This is an optimization exercise on Yosys and OpenROAD, whose aim is small area and a short achievable clock period, not a production implementation. Only simulation tests tie the RTL to the original design; equivalence was not proved.

==> inputs of v26 <==
==> flow/design.v <==
module tmds_r(
	input wire clk,
	input wire rst_c,
	input wire [2:0] c,
	output wire inv
);
	reg [3:0] h;
	wire [3:0] hn;
	always @(posedge clk) h <= rst_c ? 4'd4 : hn;
	assign hn[0] = (h[0] & h[2] & !c[1]) | (!h[0] & !h[2] & !h[3] & !c[1]) | (h[3] & c[1]) | (h[0] & !h[2] & c[1]) | (h[2] & !h[3] & c[2]) | (!h[0] & h[2] & !c[0] & c[1]);
	assign hn[1] = (h[1] & h[2] & !c[1]) | (!h[1] & !h[2] & c[0] & c[1]) | (h[2] & h[3] & !c[0] & !c[2]) | (!h[0] & h[1] & !c[0] & !c[1]) | (h[2] & h[3] & c[0] & !c[1]) | (h[0] & !h[1] & !h[2] & c[2]) | (h[0] & !h[1] & h[2] & !c[0] & c[1]) | (h[0] & h[1] & !h[2] & !c[0] & c[1]) | (!h[0] & !h[1] & !h[2] & !h[3] & c[0]);
	assign hn[2] = (h[1] & c[1]) | (!h[1] & !h[2] & !c[0] & !c[2]) | (h[2] & c[2]) | (h[2] & c[0] & c[1]) | (!h[2] & h[3] & !c[2]) | (!h[0] & h[1] & !c[2]) | (h[0] & !h[2] & c[0] & !c[1]) | (h[0] & h[1] & c[2]);
	assign hn[3] = (h[3] & c[2]) | (h[0] & !h[2] & !c[0] & !c[1] & !c[2]) | (!h[0] & h[1] & !c[0] & c[1]) | (h[1] & h[2] & c[0] & c[1]) | (!h[0] & h[2] & !h[3] & c[0] & c[1]) | (h[0] & h[1] & !h[2] & !c[1] & !c[2]);
	assign inv = (!h[2] & !h[3] & !c[0] & !c[2]) | (h[3] & c[0]) | (h[0] & h[2] & c[0]) | (h[3] & c[2]) | (h[0] & h[2] & c[2]) | (h[2] & c[0] & !c[1]);
endmodule
module tmds_g(
	input wire clk,
	input wire rst_c,
	input wire [2:0] c,
	output wire inv
);
	reg [3:0] h;
	wire [3:0] hn;
	always @(posedge clk) h <= rst_c ? 4'd3 : hn;
	assign hn[0] = (!h[2] & !h[3] & !c[1] & !c[2]) | (!h[0] & h[3] & c[1]) | (!h[0] & h[3] & c[2]) | (!h[0] & !h[1] & h[3] & c[0]) | (!h[0] & h[1] & !h[2] & !c[1]);
	assign hn[1] = (h[1] & c[1]) | (!h[1] & !h[3] & !c[1]) | (h[1] & c[2]) | (h[3] & c[0] & !c[1]) | (!h[2] & h[3] & c[1]) | (!h[1] & h[2] & !c[1] & !c[2]) | (!h[2] & c[2]);
	assign hn[2] = (h[0]) | (h[2] & !h[3]);
	assign hn[3] = (!h[1] & h[3] & c[1]) | (h[1] & !h[3] & !c[1] & !c[2]) | (!h[1] & h[3] & c[2]) | (h[2] & !h[3] & !c[1] & !c[2]) | (h[0] & h[2] & c[0]) | (h[1] & h[2] & !h[3] & !c[1]);
	assign inv = (!h[0] & !h[3] & c[1]) | (h[3] & !c[0] & !c[1]) | (!h[3] & c[0] & !c[1]) | (h[0] & c[2]);
endmodule
module tmds_b(
	input wire clk,
	input wire rst_c,
	input wire [2:0] c,
	output wire inv
);
	reg [3:0] h;
	wire [3:0] hn;
	always @(posedge clk) h <= rst_c ? 4'd2 : hn;
	assign hn[0] = (h[0] & !h[1] & !h[2]) | (h[2] & !h[3] & c[1]) | (!h[2] & h[3] & !c[1] & !c[2]) | (h[2] & c[2]) | (!h[0] & !h[3] & c[1]) | (!h[2] & h[3] & !c[0] & c[1]) | (h[0] & !h[2] & !c[1] & !c[2]) | (h[2] & c[0] & c[1]) | (!h[0] & !h[3] & c[2]) | (!h[0] & h[2] & !c[0] & !c[1]);
	assign hn[1] = (h[0] & c[1]) | (!h[1] & !h[3]) | (h[0] & c[2]) | (h[3] & c[0] & !c[1]) | (!h[0] & !h[1] & !c[0] & !c[2]) | (!h[3] & c[0] & c[1]);
	assign hn[2] = (!h[1] & !h[2] & !h[3] & c[1]) | (h[1] & h[2] & !c[1] & !c[2]) | (!h[0] & !h[2] & c[0] & c[1]) | (!h[0] & !h[1] & !h[2] & !c[0] & !c[1]) | (!h[1] & !h[2] & !h[3] & c[2]) | (h[0] & !h[1] & h[3] & !c[0] & c[1]) | (h[0] & !h[1] & h[3] & c[0] & !c[1]) | (h[1] & h[3] & !c[0] & !c[1] & !c[2]);
	assign hn[3] = (!h[2] & !h[3] & !c[1] & !c[2]) | (h[1] & h[2]) | (!h[0] & c[2]) | (!h[1] & h[3] & c[0] & c[1]) | (!h[1] & h[3] & c[2]) | (!h[0] & !h[1] & !h[2] & c[0]) | (!h[0] & !h[2] & h[3] & c[1]);
	assign inv = (!h[3] & c[2]) | (!h[3] & c[0] & !c[1]) | (h[3] & c[0] & c[1]) | (h[0] & !h[3] & !c[0] & c[1]) | (h[3] & !c[0] & !c[1] & !c[2]) | (!h[0] & h[1] & c[0]);
endmodule
module gol(
	input wire clk,
	input wire rst,
	input wire [2:0] left,
	input wire [2:0] right,
	input wire [9:0] x,
	input wire [9:0] y,
	output reg [2:0] cls
);
	function automatic life(input [1:0] vl, input [1:0] vr, input [1:0] u, input self);
		reg c0, n0, m0, m1;
		begin
			{c0, n0} = vl[0] + vr[0] + u[0];
			{m1, m0} = vl[1] + vr[1] + u[1];
			life = !m1 && (m0 ^ c0) && (n0 || self);
		end
	endfunction
	function automatic [1:0] vsum(input a, input b, input c);
		vsum = a + b + c;
	endfunction
	function automatic [1:0] hsum(input a, input b);
		hsum = a + b;
	endfunction
	reg [10:0] dc;
	always @(posedge clk) begin
		if (rst) dc <= 0;
		else dc <= dc[10] ? 11'd0 : dc + 11'd1;
	end
	wire step = dc == 11'd1023;
	wire turn = dc >= 11'd1014 && dc <= 11'd1022;
	reg [71:0] ring;
	wire [7:0] rrow[0:8];
	genvar gp;
	generate
		for (gp = 0; gp < 9; gp = gp + 1) begin : rr
			assign rrow[gp] = ring[gp*8 +: 8];
		end
	endgenerate
	wire [1:0] ev_v[0:9];
	wire [8:1] ev;
	genvar gc;
	generate
		assign ev_v[0] = 2'd0;
		assign ev_v[9] = 2'd0;
		for (gc = 1; gc <= 8; gc = gc + 1) begin : evv
			assign ev_v[gc] = vsum(rrow[1][gc-1], rrow[2][gc-1], rrow[3][gc-1]);
		end
		for (gc = 1; gc <= 8; gc = gc + 1) begin : evc
			assign ev[gc] = life(ev_v[gc-1], ev_v[gc+1], hsum(rrow[1][gc-1], rrow[3][gc-1]), rrow[2][gc-1]);
		end
	endgenerate
	reg [5:0] q[0:8];
	reg [1:0] z[0:3];
	integer i;
	always @(posedge clk) begin
		q[0] <= ev[7:2];
		for (i = 1; i < 9; i = i + 1) q[i] <= q[i-1];
		z[0] <= {ev[8], ev[1]};
		for (i = 1; i < 4; i = i + 1) z[i] <= z[i-1];
	end
	wire [4:0] el, er;
	wire [1:0] lv[2:6];
	wire [1:0] rv[2:6];
	assign lv[2] = vsum(1'b0, 1'b0, left[0]);
	assign lv[3] = vsum(1'b0, left[0], left[1]);
	assign lv[4] = vsum(left[0], left[1], left[2]);
	assign lv[5] = vsum(left[1], left[2], 1'b0);
	assign lv[6] = vsum(left[2], 1'b0, 1'b0);
	assign rv[2] = vsum(1'b0, 1'b0, right[0]);
	assign rv[3] = vsum(1'b0, right[0], right[1]);
	assign rv[4] = vsum(right[0], right[1], right[2]);
	assign rv[5] = vsum(right[1], right[2], 1'b0);
	assign rv[6] = vsum(right[2], 1'b0, 1'b0);
	generate
		for (gp = 2; gp <= 6; gp = gp + 1) begin : edge_cells
			wire [1:0] u1 = hsum(rrow[gp-1][0], rrow[gp+1][0]);
			wire [1:0] v2 = vsum(rrow[gp-1][1], rrow[gp][1], rrow[gp+1][1]);
			wire [1:0] v7 = vsum(rrow[gp-1][6], rrow[gp][6], rrow[gp+1][6]);
			wire [1:0] u8 = hsum(rrow[gp-1][7], rrow[gp+1][7]);
			assign el[gp-2] = life(lv[gp], v2, u1, rrow[gp][0]);
			assign er[gp-2] = life(v7, rv[gp], u8, rrow[gp][7]);
		end
	endgenerate
	wire [71:0] nb;
	generate
		for (gp = 0; gp < 9; gp = gp + 1) begin : nbr
			if (gp >= 2 && gp <= 6) begin : mid
				assign nb[gp*8 +: 8] = {er[gp-2], q[(10 - gp) % 9], el[gp-2]};
			end else begin : outer
				assign nb[gp*8 +: 8] = {z[(10 - gp) % 9][1], q[(10 - gp) % 9], z[(10 - gp) % 9][0]};
			end
		end
	endgenerate
	localparam [71:0] GLIDER = (72'd1 << (6*8 + 6-1)) | (72'd1 << (7*8 + 7-1))
		| (72'd1 << (8*8 + 5-1)) | (72'd1 << (8*8 + 6-1)) | (72'd1 << (8*8 + 7-1));
	always @(posedge clk) begin
		if (rst) ring <= GLIDER;
		else if (step) ring <= nb;
		else if (turn) ring <= {ring[7:0], ring[71:8]};
	end
	function automatic [2:0] tri_count(input [71:0] bb, input integer c);
		tri_count = (bb[0*8+c-1] & bb[1*8+c-1] & bb[2*8+c-1])
			+ (bb[1*8+c-1] & bb[2*8+c-1] & bb[3*8+c-1])
			+ (bb[5*8+c-1] & bb[6*8+c-1] & bb[7*8+c-1])
			+ (bb[6*8+c-1] & bb[7*8+c-1] & bb[8*8+c-1])
			+ (bb[7*8+c-1] & bb[8*8+c-1] & bb[0*8+c-1]);
	endfunction
	reg [8:0] l_score, r_score;
	always @(posedge clk) begin
		if (rst) begin
			l_score <= 0;
			r_score <= 0;
		end else if (step) begin
			r_score <= r_score + tri_count(ring, 1);
			l_score <= l_score + tri_count(ring, 8);
		end
	end
	wire [4:0] xc = x[9:5];
	wire [4:0] yc = y[9:5];
	wire grid = x[4:0] == 0 || y[4:0] == 0;
	wire yin = yc >= 3 && yc <= 11;
	wire [3:0] row = yc - 5'd3;
	wire [3:0] col = xc - 5'd5;
	wire [3:0] jt = dc[3:0] - 4'd6;
	wire [4:0] pd = {1'b0, row} + 5'd9 - {1'b0, jt};
	wire [3:0] pos = (turn && dc != 11'd1014) ? (pd >= 5'd9 ? pd - 5'd9 : pd) : row;
	wire [7:0] prow = rrow[pos];
	reg alive;
	always @(*) begin
		alive = 1'b0;
		for (int r = 0; r < 9; r++)
			for (int c = 1; c < 9; c++)
				alive = alive | (pos == r && col == c && rrow[r][c-1]);
		alive = alive | (col == 0 && ((row == 3 && left[0]) || (row == 4 && left[1]) || (row == 5 && left[2])));
		alive = alive | (col == 9 && ((row == 3 && right[0]) || (row == 4 && right[1]) || (row == 5 && right[2])));
	end
	localparam [2:0] CK = 3'd0, CW = 3'd1, CG = 3'd2, CL = 3'd3, CR = 3'd4, CX = 3'd7;
	always @(*) begin
		if (grid) cls = CG;
		else if (xc == 1 && yin) cls = l_score[row] ? CL : CK;
		else if (xc == 18 && yin) cls = r_score[row] ? CR : CK;
		else if (xc < 5 || xc > 14 || !yin) cls = CK;
		else cls = alive ? CK : CW;
	end
endmodule
`default_nettype none
module top(
	input wire clk,
	input wire rst,
	input wire [2:0] left,
	input wire [2:0] right,
	output wire [9:0] tmds_ch0,
	output wire [9:0] tmds_ch1,
	output wire [9:0] tmds_ch2,
	output wire [5:0] leds
);
	assign leds[5:0] = {left, right};
	reg [9:0] x;
	reg [9:0] y;
	always @(posedge clk) begin
		if (rst) begin
			x <= 0;
			y <= 0;
		end else if (x == 10'd799) begin
			x <= 0;
			y <= y == 10'd524 ? 10'd0 : y + 10'd1;
		end else x <= x + 10'd1;
	end
	wire [2:0] cls;
	gol gol(clk, rst, left, right, x, y, cls);
	reg [2:0] cls1;
	localparam [2:0] CK = 3'd0, CW = 3'd1, CG = 3'd2, CL = 3'd3, CR = 3'd4, CX = 3'd7;
	always @(posedge clk) cls1 <= rst ? CX : cls;
	wire x0 = x == 10'd0;
	wire de_p = x >= 10'd1 && x <= 10'd640 && y < 10'd480;
	wire hs_p = !(x >= 10'd657 && x <= 10'd752);
	wire vs_p = !((y == 10'd490 && x >= 10'd657) || y == 10'd491 || y == 10'd492 || (y == 10'd493 && x0));
	reg [2:0] c2;
	reg de2, vs2, hs2;
	always @(posedge clk) begin
		c2 <= cls1;
		de2 <= de_p;
		vs2 <= vs_p;
		hs2 <= hs_p;
	end
	wire rst_c = c2 == CX;
	wire inv_r, inv_g, inv_b;
	tmds_r r_t(clk, rst_c, c2, inv_r);
	tmds_g g_t(clk, rst_c, c2, inv_g);
	tmds_b b_t(clk, rst_c, c2, inv_b);
	reg [8:0] qm_r, qm_g, qm_b;
	always @(*) begin
		case (c2)
			CK: begin qm_r = 9'h100; qm_g = 9'h100; qm_b = 9'h100; end
			CW: begin qm_r = 9'h0ff; qm_g = 9'h0ff; qm_b = 9'h0ff; end
			CG: begin qm_r = 9'h108; qm_g = 9'h1f8; qm_b = 9'h1fe; end
			CL: begin qm_r = 9'h17b; qm_g = 9'h13d; qm_b = 9'h023; end
			default: begin qm_r = 9'h13d; qm_g = 9'h023; qm_b = 9'h07e; end
		endcase
	end
	wire [9:0] r_enc = {inv_r, qm_r[8], qm_r[7:0] ^ {8{inv_r}}};
	wire [9:0] g_enc = {inv_g, qm_g[8], qm_g[7:0] ^ {8{inv_g}}};
	wire [9:0] b_enc = {inv_b, qm_b[8], qm_b[7:0] ^ {8{inv_b}}};
	reg [9:0] ctl;
	always @(*) begin
		case ({vs2, hs2})
			2'b00: ctl = 10'b1101010100;
			2'b01: ctl = 10'b0010101011;
			2'b10: ctl = 10'b0101010100;
			default: ctl = 10'b1010101011;
		endcase
	end
	assign tmds_ch0 = de2 ? b_enc : ctl;
	assign tmds_ch1 = de2 ? g_enc : 10'b1101010100;
	assign tmds_ch2 = de2 ? r_enc : 10'b1101010100;
endmodule
==> flow/flow/run.sh <==
#!/bin/bash
# The standard layout (the standard.sh, unchanged synthesis and steps),
# except that the port buffers are sky130_fd_sc_hd__buf_4 rather than the
# cell buffer_ports picks by itself (a slow clkdlybuf4s50_1).
set -euo pipefail
cd "$(dirname "$0")/.."
export BUFFER_PORTS_ARGS="-buffer_cell sky130_fd_sc_hd__buf_4"
bash standard.sh finish > flow_standard.log 2>&1
==> flow/standard.sh <==
#!/bin/bash
# synth_recipe.tcl (not shown) runs the flow's synth.tcl, then flattens the netlist and writes it again
# the make line also repeats each setting of config.mk as NAME=value (left out here)
make -C /OpenROAD-flow-scripts/flow DESIGN_CONFIG=/design/flow/config.mk WORK_HOME=/design/flow/orfs CLKGATE_MAP_FILE= SYNTH_SCRIPT=/design/flow/synth_recipe.tcl "${@:-finish}"
==> flow/config.mk <==
export PLATFORM = sky130hd
export DESIGN_NAME = top
export DESIGN_NICKNAME = top
export VERILOG_FILES = /design/flow/design.v
export SDC_FILE = /design/flow/constraint.sdc
export NUM_CORES = 4
export LEC_CHECK = 0
export CAP_MARGIN = 20
export CORE_MARGIN = 2
export CORE_UTILIZATION = 40
export CTS_BUF_LIST = sky130_fd_sc_hd__clkbuf_4
export PLACE_DENSITY = 0.6
export SLEW_MARGIN = 20
==> flow/constraint.sdc <==
create_clock -name core_clock -period 14.0 [get_ports {clk}]
set_input_delay 2.8000 -clock core_clock [delete_from_list [all_inputs] [get_ports {clk}]]
set_output_delay 2.8000 -clock core_clock [all_outputs]
set_load 0.01 [all_outputs]
==> v17: changes against v26 <==
--- a/flow/design.v
+++ b/flow/design.v
@@ -54,9 +54,8 @@
 );
 	function automatic life(input [1:0] vl, input [1:0] vr, input [1:0] u, input self);
-		reg c0, n0, m0, m1;
+		reg [3:0] n;
 		begin
-			{c0, n0} = vl[0] + vr[0] + u[0];
-			{m1, m0} = vl[1] + vr[1] + u[1];
-			life = !m1 && (m0 ^ c0) && (n0 || self);
+			n = vl + vr + u;
+			life = n == 4'd3 || (n == 4'd2 && self);
 		end
 	endfunction
@@ -86,6 +85,6 @@
 	genvar gc;
 	generate
-		assign ev_v[0] = 2'd0;
-		assign ev_v[9] = 2'd0;
+		assign ev_v[0] = {1'b0, step && left[0]};
+		assign ev_v[9] = {1'b0, step && right[0]};
 		for (gc = 1; gc <= 8; gc = gc + 1) begin : evv
 			assign ev_v[gc] = vsum(rrow[1][gc-1], rrow[2][gc-1], rrow[3][gc-1]);
@@ -105,12 +104,10 @@
 	end
 	wire [4:0] el, er;
-	wire [1:0] lv[2:6];
-	wire [1:0] rv[2:6];
-	assign lv[2] = vsum(1'b0, 1'b0, left[0]);
+	wire [1:0] lv[3:6];
+	wire [1:0] rv[3:6];
 	assign lv[3] = vsum(1'b0, left[0], left[1]);
 	assign lv[4] = vsum(left[0], left[1], left[2]);
 	assign lv[5] = vsum(left[1], left[2], 1'b0);
 	assign lv[6] = vsum(left[2], 1'b0, 1'b0);
-	assign rv[2] = vsum(1'b0, 1'b0, right[0]);
 	assign rv[3] = vsum(1'b0, right[0], right[1]);
 	assign rv[4] = vsum(right[0], right[1], right[2]);
@@ -118,5 +115,7 @@
 	assign rv[6] = vsum(right[2], 1'b0, 1'b0);
 	generate
-		for (gp = 2; gp <= 6; gp = gp + 1) begin : edge_cells
+		assign el[0] = ev[1];
+		assign er[0] = ev[8];
+		for (gp = 3; gp <= 6; gp = gp + 1) begin : edge_cells
 			wire [1:0] u1 = hsum(rrow[gp-1][0], rrow[gp+1][0]);
 			wire [1:0] v2 = vsum(rrow[gp-1][1], rrow[gp][1], rrow[gp+1][1]);
@@ -167,8 +166,16 @@
 	wire [3:0] row = yc - 5'd3;
 	wire [3:0] col = xc - 5'd5;
-	wire [3:0] jt = dc[3:0] - 4'd6;
-	wire [4:0] pd = {1'b0, row} + 5'd9 - {1'b0, jt};
-	wire [3:0] pos = (turn && dc != 11'd1014) ? (pd >= 5'd9 ? pd - 5'd9 : pd) : row;
-	wire [7:0] prow = rrow[pos];
+	reg [3:0] pos;
+	wire row_up = x == 10'd799 && y[4:0] == 5'd31;
+	wire frame_up = x == 10'd799 && y == 10'd524;
+	always @(posedge clk) begin
+		if (rst) pos <= 4'd6;
+		else case ({row_up, frame_up, turn})
+			3'b100, 3'b011: pos <= pos == 4'd8 ? 4'd0 : pos + 4'd1;
+			3'b010: pos <= pos >= 4'd7 ? pos - 4'd7 : pos + 4'd2;
+			3'b001: pos <= pos == 4'd0 ? 4'd8 : pos - 4'd1;
+			default: pos <= pos;
+		endcase
+	end
 	reg alive;
 	always @(*) begin
==> flow/flow/run.sh (replaced) <==
#!/bin/bash
# The standard layout (standard.sh: ORFS with the standard flow's synthesis script
# and steps), with these changes:
#  - synthesis maps the logic with flow/abc.script, an area-oriented ABC
#    script, in place of ORFS's abc_speed.script (a copy of ORFS's scripts
#    folder with that one file replaced), and without the adder step
#    (ADDER_MAP_FILE empty), so ABC maps all of the logic. The registers
#    and their names are those of the standard synthesis;
#  - the port buffers are sky130_fd_sc_hd__buf_1 rather than the cell
#    buffer_ports picks by itself (a slow clkdlybuf4s50_1).
#  - clock tree synthesis uses sky130_fd_sc_hd__clkbuf_4 in clusters of at
#    most 10 flip-flops within 40 um, and inserts no dummy loads;
#  - repair_timing aims for 8.2 ns of setup slack (SETUP_SLACK_MARGIN), so
#    it sizes up the few gates and buffers on the longest paths.
# ORFS's own logs are under orfs/logs; make's output is in flow_standard.log.
set -euo pipefail
cd "$(dirname "$0")/.."
rm -rf scripts_abc
cp -r "$FLOW_HOME/scripts" scripts_abc
cp flow/abc.script scripts_abc/abc_speed.script
export BUFFER_PORTS_ARGS="-buffer_cell sky130_fd_sc_hd__buf_1"
export CTS_ARGS="-sink_clustering_enable -repair_clock_nets -sink_clustering_size 10 -sink_clustering_max_diameter 40 -buf_list sky130_fd_sc_hd__clkbuf_4 -dont_use_dummy_load"
bash standard.sh SCRIPTS_DIR="$PWD/scripts_abc" ADDER_MAP_FILE= SETUP_SLACK_MARGIN=8.2 finish > flow_standard.log 2>&1
==> flow/flow/abc.script (new file) <==
strash
&get -n
&st
&dch -f
&nf -R 1000
&put
mfs2 -a
strash
&get -n
&st
&dch -f
&nf -R 1000
&put
mfs2 -a
strash
&get -n
&st
&dch -f
&nf -R 1000
&put
mfs2 -a
strash
&get -n
&st
&dch -f
&nf -R 1000
&put
topo
--- a/flow/config.mk
+++ b/flow/config.mk
@@ -8,6 +8,5 @@
 export CAP_MARGIN = 20
 export CORE_MARGIN = 2
-export CORE_UTILIZATION = 40
-export CTS_BUF_LIST = sky130_fd_sc_hd__clkbuf_4
-export PLACE_DENSITY = 0.6
+export CORE_UTILIZATION = 60
+export PLACE_DENSITY = 0.8
 export SLEW_MARGIN = 20
==> v14: changes against v26 <==
--- a/flow/design.v
+++ b/flow/design.v
@@ -54,9 +54,8 @@
 );
 	function automatic life(input [1:0] vl, input [1:0] vr, input [1:0] u, input self);
-		reg c0, n0, m0, m1;
+		reg [3:0] n;
 		begin
-			{c0, n0} = vl[0] + vr[0] + u[0];
-			{m1, m0} = vl[1] + vr[1] + u[1];
-			life = !m1 && (m0 ^ c0) && (n0 || self);
+			n = vl + vr + u;
+			life = n == 4'd3 || (n == 4'd2 && self);
 		end
 	endfunction
@@ -86,6 +85,6 @@
 	genvar gc;
 	generate
-		assign ev_v[0] = 2'd0;
-		assign ev_v[9] = 2'd0;
+		assign ev_v[0] = {1'b0, step && left[0]};
+		assign ev_v[9] = {1'b0, step && right[0]};
 		for (gc = 1; gc <= 8; gc = gc + 1) begin : evv
 			assign ev_v[gc] = vsum(rrow[1][gc-1], rrow[2][gc-1], rrow[3][gc-1]);
@@ -105,12 +104,10 @@
 	end
 	wire [4:0] el, er;
-	wire [1:0] lv[2:6];
-	wire [1:0] rv[2:6];
-	assign lv[2] = vsum(1'b0, 1'b0, left[0]);
+	wire [1:0] lv[3:6];
+	wire [1:0] rv[3:6];
 	assign lv[3] = vsum(1'b0, left[0], left[1]);
 	assign lv[4] = vsum(left[0], left[1], left[2]);
 	assign lv[5] = vsum(left[1], left[2], 1'b0);
 	assign lv[6] = vsum(left[2], 1'b0, 1'b0);
-	assign rv[2] = vsum(1'b0, 1'b0, right[0]);
 	assign rv[3] = vsum(1'b0, right[0], right[1]);
 	assign rv[4] = vsum(right[0], right[1], right[2]);
@@ -118,5 +115,7 @@
 	assign rv[6] = vsum(right[2], 1'b0, 1'b0);
 	generate
-		for (gp = 2; gp <= 6; gp = gp + 1) begin : edge_cells
+		assign el[0] = ev[1];
+		assign er[0] = ev[8];
+		for (gp = 3; gp <= 6; gp = gp + 1) begin : edge_cells
 			wire [1:0] u1 = hsum(rrow[gp-1][0], rrow[gp+1][0]);
 			wire [1:0] v2 = vsum(rrow[gp-1][1], rrow[gp][1], rrow[gp+1][1]);
@@ -167,8 +166,16 @@
 	wire [3:0] row = yc - 5'd3;
 	wire [3:0] col = xc - 5'd5;
-	wire [3:0] jt = dc[3:0] - 4'd6;
-	wire [4:0] pd = {1'b0, row} + 5'd9 - {1'b0, jt};
-	wire [3:0] pos = (turn && dc != 11'd1014) ? (pd >= 5'd9 ? pd - 5'd9 : pd) : row;
-	wire [7:0] prow = rrow[pos];
+	reg [3:0] pos;
+	wire row_up = x == 10'd799 && y[4:0] == 5'd31;
+	wire frame_up = x == 10'd799 && y == 10'd524;
+	always @(posedge clk) begin
+		if (rst) pos <= 4'd6;
+		else case ({row_up, frame_up, turn})
+			3'b100, 3'b011: pos <= pos == 4'd8 ? 4'd0 : pos + 4'd1;
+			3'b010: pos <= pos >= 4'd7 ? pos - 4'd7 : pos + 4'd2;
+			3'b001: pos <= pos == 4'd0 ? 4'd8 : pos - 4'd1;
+			default: pos <= pos;
+		endcase
+	end
 	reg alive;
 	always @(*) begin
==> flow/flow/run.sh (replaced) <==
#!/bin/bash
# The standard layout (standard.sh: ORFS with the standard flow's synthesis script
# and steps), with these changes:
#  - synthesis maps the logic with flow/abc.script, an area-oriented ABC
#    script, in place of ORFS's abc_speed.script (a copy of ORFS's scripts
#    folder with that one file replaced), and without the adder step
#    (ADDER_MAP_FILE empty), so ABC maps all of the logic. The registers
#    and their names are those of the standard synthesis;
#  - the port buffers are sky130_fd_sc_hd__buf_1 rather than the cell
#    buffer_ports picks by itself (a slow clkdlybuf4s50_1).
#  - clock tree synthesis inserts no dummy loads;
#  - repair_timing aims for 8.2 ns of setup slack (SETUP_SLACK_MARGIN), so
#    it sizes up the few gates and buffers on the longest paths.
# ORFS's own logs are under orfs/logs; make's output is in flow_standard.log.
set -euo pipefail
cd "$(dirname "$0")/.."
rm -rf scripts_abc
cp -r "$FLOW_HOME/scripts" scripts_abc
cp flow/abc.script scripts_abc/abc_speed.script
export BUFFER_PORTS_ARGS="-buffer_cell sky130_fd_sc_hd__buf_1"
export CTS_ARGS="-sink_clustering_enable -repair_clock_nets -sink_clustering_size 16 -sink_clustering_max_diameter 60 -buf_list sky130_fd_sc_hd__clkbuf_8 -dont_use_dummy_load"
bash standard.sh SCRIPTS_DIR="$PWD/scripts_abc" ADDER_MAP_FILE= SETUP_SLACK_MARGIN=8.2 finish > flow_standard.log 2>&1
==> flow/flow/abc.script (new file) <==
strash
&get -n
&st
&dch -f
&nf -R 1000
&put
mfs2 -a
strash
&get -n
&st
&dch -f
&nf -R 1000
&put
mfs2 -a
strash
&get -n
&st
&dch -f
&nf -R 1000
&put
mfs2 -a
strash
&get -n
&st
&dch -f
&nf -R 1000
&put
topo
--- a/flow/config.mk
+++ b/flow/config.mk
@@ -8,6 +8,5 @@
 export CAP_MARGIN = 20
 export CORE_MARGIN = 2
-export CORE_UTILIZATION = 40
-export CTS_BUF_LIST = sky130_fd_sc_hd__clkbuf_4
-export PLACE_DENSITY = 0.6
+export CORE_UTILIZATION = 60
+export PLACE_DENSITY = 0.8
 export SLEW_MARGIN = 20
==> results.json <==
{
  "skew_ps": 88.69,
  "proportion_of_layout_cells_with_a_drive_suffix_above_1": 0.1172,
  "peakVddDrop_uv": 60.32,
  "n_tap_cell": 390,
  "status": "no timing/DRC/antenna violations",
  "synthesis.instances": 1362,
  "layout.cells.non_filler": 1807,
  "post_dp_cell_area_mm2": 0.01265,
  "endpoint_of_the_most_critical_setup_path": "tmds_ch0[2]",
  "fmax_ghz": 0.1654,
  "worst_slew_pin_slew_ps": 1007,
  "seq_power_share": 0.459,
  "cell_internal_pwr_mw": 0.9710,
  "synth_compound_area_frac": 0.1536,
  "clock_insertion_delay_worst_skew_ps": 720
}
(the above is from v26)
==> results.json <==
{
  "status": "no timing/DRC/antenna violations",
  "proportion_of_layout_cells_with_a_drive_suffix_above_1": 0.04130,
  "clock_insertion_delay_worst_skew_ps": 520,
  "num_antenna_cells": 0,
  "n_tap_cell": 216,
  "seq_power_share": 0.595,
  "clock_power_share": 0.279,
  "layout.cells.non_filler": 1451,
  "cell_internal_pwr_mw": 0.7770,
  "cell_area_after_synthesis_mm2": 0.009901,
  "final.period_utilization": 0.4162,
  "skew_ps": 41.95,
  "post_dp_cell_area_mm2": 0.01032,
  "fmax_ghz": 0.1716,
  "worst_slew_pin_slew_ps": 838.4,
  "synthesis.instances": 1172,
  "ff2ff_path_depth": 10
}
(the above is from v14)
==> results.json <==
{
  "layout.cells.non_filler": 1461,
  "fmax_ghz": 0.1715,
  "cell_internal_pwr_mw": 0.7555,
  "synthesis.instances": 1172,
  "status": "no timing/DRC/antenna violations",
  "endpoint_of_the_most_critical_setup_path": "leds[3]",
  "synth_compound_area_frac": 0.2246,
  "proportion_of_layout_cells_with_a_drive_suffix_above_1": 0.04984
}
(the above is from v17)

[port drivers added, routing unchanged]
In the flow no input, the clock included, has a driving cell. The finished layouts below were timed again as built, in two steps. Step 1 (the two cells are an assumption about what drives the block):
set clk [get_ports {clk}]
set_driving_cell -lib_cell sky130_fd_sc_hd__clkbuf_16 $clk
set_driving_cell -lib_cell sky130_fd_sc_hd__buf_2 [delete_from_list [all_inputs] $clk]
Step 2 also shifts input and output timing later by t, the mid clock arrival at the registers, as if the neighbouring blocks saw the same clock. Three values: ideal, step 1, step 2; two values: the first two.
run | shift t [ns] | setup WS [ns] | clock arrival spread, ns | worst register clock-pin slew, ns
v26 | 0.719 | 7.955 / 7.916 / 8.086 | 0.089 / 0.089 | 0.07 / 0.07
v17 | 0.689 | 8.170 / 8.125 / 8.125 | 0.043 / 0.043 | 0.11 / 0.11
v14 | 0.531 | 8.173 / 8.126 / 8.108 | 0.055 / 0.054 | 0.11 / 0.11
After both steps every run listed still meets setup and hold. The setup slack of v14, which loses most, moves by -0.047 ns with the drivers and by -0.065 ns with both steps.
